This design comes from an exercise in tuning for small area on the open sky130 flow, not from production work. The RTL was checked by simulation tests, not by an equivalence proof against the original design. The clock port is modelled as an ideal driver, which makes a skipped or thinned clock tree look cheaper than it is; a real chip needs a root buffer or a tree. Power is estimated from default activity; no workload was simulated.

Setup of P:
==> flow/design.v <==
module speed_select #(parameter [12:0] C = 13'd0, parameter [12:0] G = 13'h1fff,
                      parameter [12:0] D = 13'd0, parameter [12:0] DM = 13'h1fff,
                      parameter [12:0] D2 = 13'd0, parameter [12:0] DM2 = 13'h1fff,
                      parameter [3:0] LP = 4'd0, parameter KX = 1'b0)
                    (input clk, input rst_n, input bps_start, output clk_bps, output clk_bps_d2);
	reg [12:0] q;
	wire [11:0] nat = q[12:1] ^ G[11:0];
	wire [12:0] force_c = G & {13{~bps_start}};
	wire [11:0] n = (nat & ~force_c[11:0]) | (C[11:0] & force_c[11:0]);
	function lit(input integer j, input p);
		lit = p ? (G[j-1] ? n[j-1] : ~q[j]) : q[j];
	endfunction
	wire h = q[0] ^ KX ^ ((lit(1, LP[0]) & lit(7, LP[1]) & lit(8, LP[2])) | lit(5, LP[3]));
	wire n12 = force_c[12] ? C[12] : h;
	always @(posedge clk) q <= {n12, n};
	assign clk_bps = ((q ^ D) & DM) == 13'd0;
	assign clk_bps_d2 = ((q ^ D2) & DM2) == 13'd0;
endmodule
module my_uart_rx(input clk, input rst_n, input rs232_rx, input clk_bps, input clk_bps_d2,
                  output reg [7:0] rx_data, output reg rx_int, output fire);
	reg rx0, rx1, z;
	wire neg = z & ~rx1 & ~rx0;
	always @(posedge clk or negedge rst_n)
		if (!rst_n) begin
			rx0 <= 1'b0;
			rx1 <= 1'b0;
			z <= 1'b0;
		end
		else begin
			rx0 <= rs232_rx;
			rx1 <= rx0;
			z <= rx1 & (rx0 | z);
		end
	reg [3:0] num;
	wire fin = num[3] & num[2] & num[1] & ~num[0];    
	assign fire = num[3] & ~num[2] & num[1];           
	wire post12 = num[3] & num[2] & ~num[1];           
	always @(posedge clk or negedge rst_n)
		if (!rst_n) rx_int <= 1'b0;
		else rx_int <= neg | (rx_int & ~fin);
	always @(posedge clk or negedge rst_n)
		if (!rst_n) num <= 4'b1001;
		else if (fire | (fin & neg)) num <= 4'b1001;
		else if ((rx_int & clk_bps) | post12 | fin) num <= num - 1'b1;
	wire wr = clk_bps_d2 & ~num[3];
	wire [3:0] lo = {num[1] & num[0], num[1] & ~num[0], ~num[1] & num[0], ~num[1] & ~num[0]};
	wire [7:0] we = {{4{wr & ~num[2]}} & {lo[0], lo[1], lo[2], lo[3]}, {4{wr & num[2]}} & {lo[0], lo[1], lo[2], lo[3]}};
	genvar j;
	generate for (j = 0; j < 8; j = j + 1) begin : w
		always @(posedge clk)
			if (we[j]) rx_data[j] <= rx1;
	end endgenerate
endmodule
module my_uart_tx(input clk, input rst_n, input [7:0] rx_data, input fire, input clk_bps,
                  output rs232_tx, output reg tx_en);
	reg [3:0] num;
	reg tx_r;
	wire fin = num[3] & ~num[1] & num[0];    
	always @(posedge clk or negedge rst_n)
		if (!rst_n) tx_en <= 1'b0;
		else tx_en <= fire | (tx_en & ~fin);
	always @(posedge clk)
		if (!tx_en) num <= 4'b1000;
		else if (clk_bps) num <= num - 1'b1;
	always @(posedge clk or negedge rst_n)
		if (!rst_n) tx_r <= 1'b1;
		else if (tx_en & clk_bps) tx_r <= num[3] ? num[2] : rx_data[~num[2:0]];
	assign rs232_tx = tx_r;
endmodule
module my_uart_top(input wire FPGA_CLK, input wire FPGA_RST, input wire UART_RXD, output wire UART_TXD);
	wire rx_int, tx_en, clk_bps1, clk_bps1_d2, clk_bps2, clk_bps2_d2, fire;
	wire [7:0] rx_data;
	speed_select #(.C(13'd8191), .G(13'h1445), .D(13'd1613), .DM(13'h1ff6), .D2(13'd6132), .DM2(13'h1bef), .LP(4'b0011), .KX(1'b1))
		speed_rx(.clk(FPGA_CLK), .rst_n(FPGA_RST), .bps_start(rx_int), .clk_bps(clk_bps1), .clk_bps_d2(clk_bps1_d2));
	my_uart_rx my_uart_rx(.clk(FPGA_CLK), .rst_n(FPGA_RST), .rs232_rx(UART_RXD), .clk_bps(clk_bps1), .clk_bps_d2(clk_bps1_d2),
	                      .rx_data(rx_data), .rx_int(rx_int), .fire(fire));
	speed_select #(.C(13'd8191), .G(13'h115c), .D(13'd4627), .DM(13'h0dff), .D2(13'd7542), .DM2(13'h0fff), .LP(4'b0011), .KX(1'b0))
		speed_tx(.clk(FPGA_CLK), .rst_n(FPGA_RST), .bps_start(tx_en), .clk_bps(clk_bps2), .clk_bps_d2(clk_bps2_d2));
	my_uart_tx my_uart_tx(.clk(FPGA_CLK), .rst_n(FPGA_RST), .rx_data(rx_data), .fire(fire), .clk_bps(clk_bps2),
	                      .rs232_tx(UART_TXD), .tx_en(tx_en));
endmodule
export LEC_CHECK = 0
export CAP_MARGIN = 20
export CORE_MARGIN = 2
export CORE_UTILIZATION = 40
export SLEW_MARGIN = 20
create_clock -name core_clock -period 10.0 [get_ports {FPGA_CLK}]
standard.sh (not shown) runs the stock make flow with config.mk's settings and CLKGATE_MAP_FILE= SYNTH_SCRIPT=/design/flow/synth_recipe.tcl, a recipe that flattens the netlist after the stock synthesis.
==> flow/flow/run.sh <==
#!/bin/bash
# Layout flow: the standard flow (standard.sh) with three changes made
# through ORFS's own hooks and variables:
#  - after floorplanning, the logic is re-mapped for area (flow/restructure.tcl),
#    cells that drive nothing are removed and logic cells are set to their
#    smallest drive strength
#    (flow/downsize.tcl); later repair steps upsize what timing, slew or
#    capacitance need;
#  - ports are buffered with buf_1;
#  - the clock tree is built by flow/clock_tree.tcl (run in the CTS step in
#    place of clock_tree_synthesis): the clock port drives a few buffers,
#    each driving the flip-flops of one region of the layout.
set -euo pipefail
here=$(pwd)
export POST_FLOORPLAN_TCL="$here/flow/restructure.tcl"
export BUFFER_PORTS_ARGS="-buffer_cell sky130_fd_sc_hd__buf_1"
export PRE_CTS_TCL="$here/flow/clock_tree.tcl"
export CLOCK_TREE_BUFFERS=2
export CLOCK_TREE_CELL=sky130_fd_sc_hd__buf_8
bash standard.sh > "$here/standard_flow.log" 2>&1
Other scripts of this flow, unchanged in this note and not shown: flow/flow/clock_tree.tcl, flow/flow/downsize.tcl, flow/flow/restructure.tcl
Modified inputs, S compared to P
==> flow/design.v, changed modules only <==
module speed_select #(parameter [12:0] C = 13'd0, parameter [12:0] G = 13'h1fff,
                      parameter [12:0] D = 13'd0, parameter [12:0] DM = 13'h1fff,
                      parameter [12:0] D2 = 13'd0, parameter [12:0] DM2 = 13'h1fff,
                      parameter [3:0] LP = 4'd0, parameter KX = 1'b0)
                    (input clk, input rst_n, input bps_start, output clk_bps, output clk_bps_d2);
	reg [12:0] q;
	wire [11:0] nat = q[12:1] ^ G[11:0];
	wire [12:0] force_c = G & {13{~bps_start}};
	wire [11:0] n = (nat & ~force_c[11:0]) | (C[11:0] & force_c[11:0]);
	wire t1 = LP[0] ? (G[0] ? n[0] : ~q[1]) : q[1];
	wire t7 = LP[1] ? (G[6] ? n[6] : ~q[7]) : q[7];
	wire t8 = LP[2] ? (G[7] ? n[7] : ~q[8]) : q[8];
	wire t5 = LP[3] ? (G[4] ? n[4] : ~q[5]) : q[5];
	wire h = q[0] ^ KX ^ ((t1 & t7 & t8) | t5);
	wire n12 = force_c[12] ? C[12] : h;
	always @(posedge clk) q <= {n12, n};
	assign clk_bps = ((q ^ D) & DM) == 13'd0;
	assign clk_bps_d2 = ((q ^ D2) & DM2) == 13'd0;
endmodule
Notes after the runs:
- S ends up with lower final critical path time including I/O delays and setup than P does.
- Every stage of the flow completed for P, and the final layout passed the timing, design-rule and antenna checks.
- S has completed all stages; timing, DRC and antenna checks passed.
- Comparing S against P, there is no change at all in sequential cell count.
- Looking at power density normalized to cell area, S sits about 0.7% lower than P does.
- S vs. P: first-pass GRT wire length fell about 1.7%, effective utilization at floorplan about even.
No run of this note takes its clock network from TritonCTS; it comes from the design's own scripts or RTL.

==> afterwards: timing with drivers on the ports <==
How much do the figures lean on ideal ports? The routed layouts below were timed once more, with nothing changed but the port constraints. Step 1 (the two cells are an assumption about what drives the block):
set clk [get_ports {FPGA_CLK}]
set_driving_cell -lib_cell sky130_fd_sc_hd__clkbuf_16 $clk
set_driving_cell -lib_cell sky130_fd_sc_hd__buf_2 [delete_from_list [all_inputs] $clk]
Step 2, shift: input delay + t, output delay - t, t = (earliest + latest rising clock arrival at the registers) / 2. This alone moves slack from input paths to output paths. Slacks: ideal / step 1 / step 2; pairs: ideal / step 1.
run | t, ns | slack for setup (ns) | hold slack, ns | latest minus earliest clock arrival (ns)
P | 0.183 | 7.161 / 7.117 / 7.300 | 0.341 / 0.341 / 0.341 | 0.007 / 0.008
S | 0.179 | 7.166 / 7.123 / 7.303 | 0.340 / 0.340 / 0.340 | 0.006 / 0.005
After both steps setup and hold are still met in every run listed.
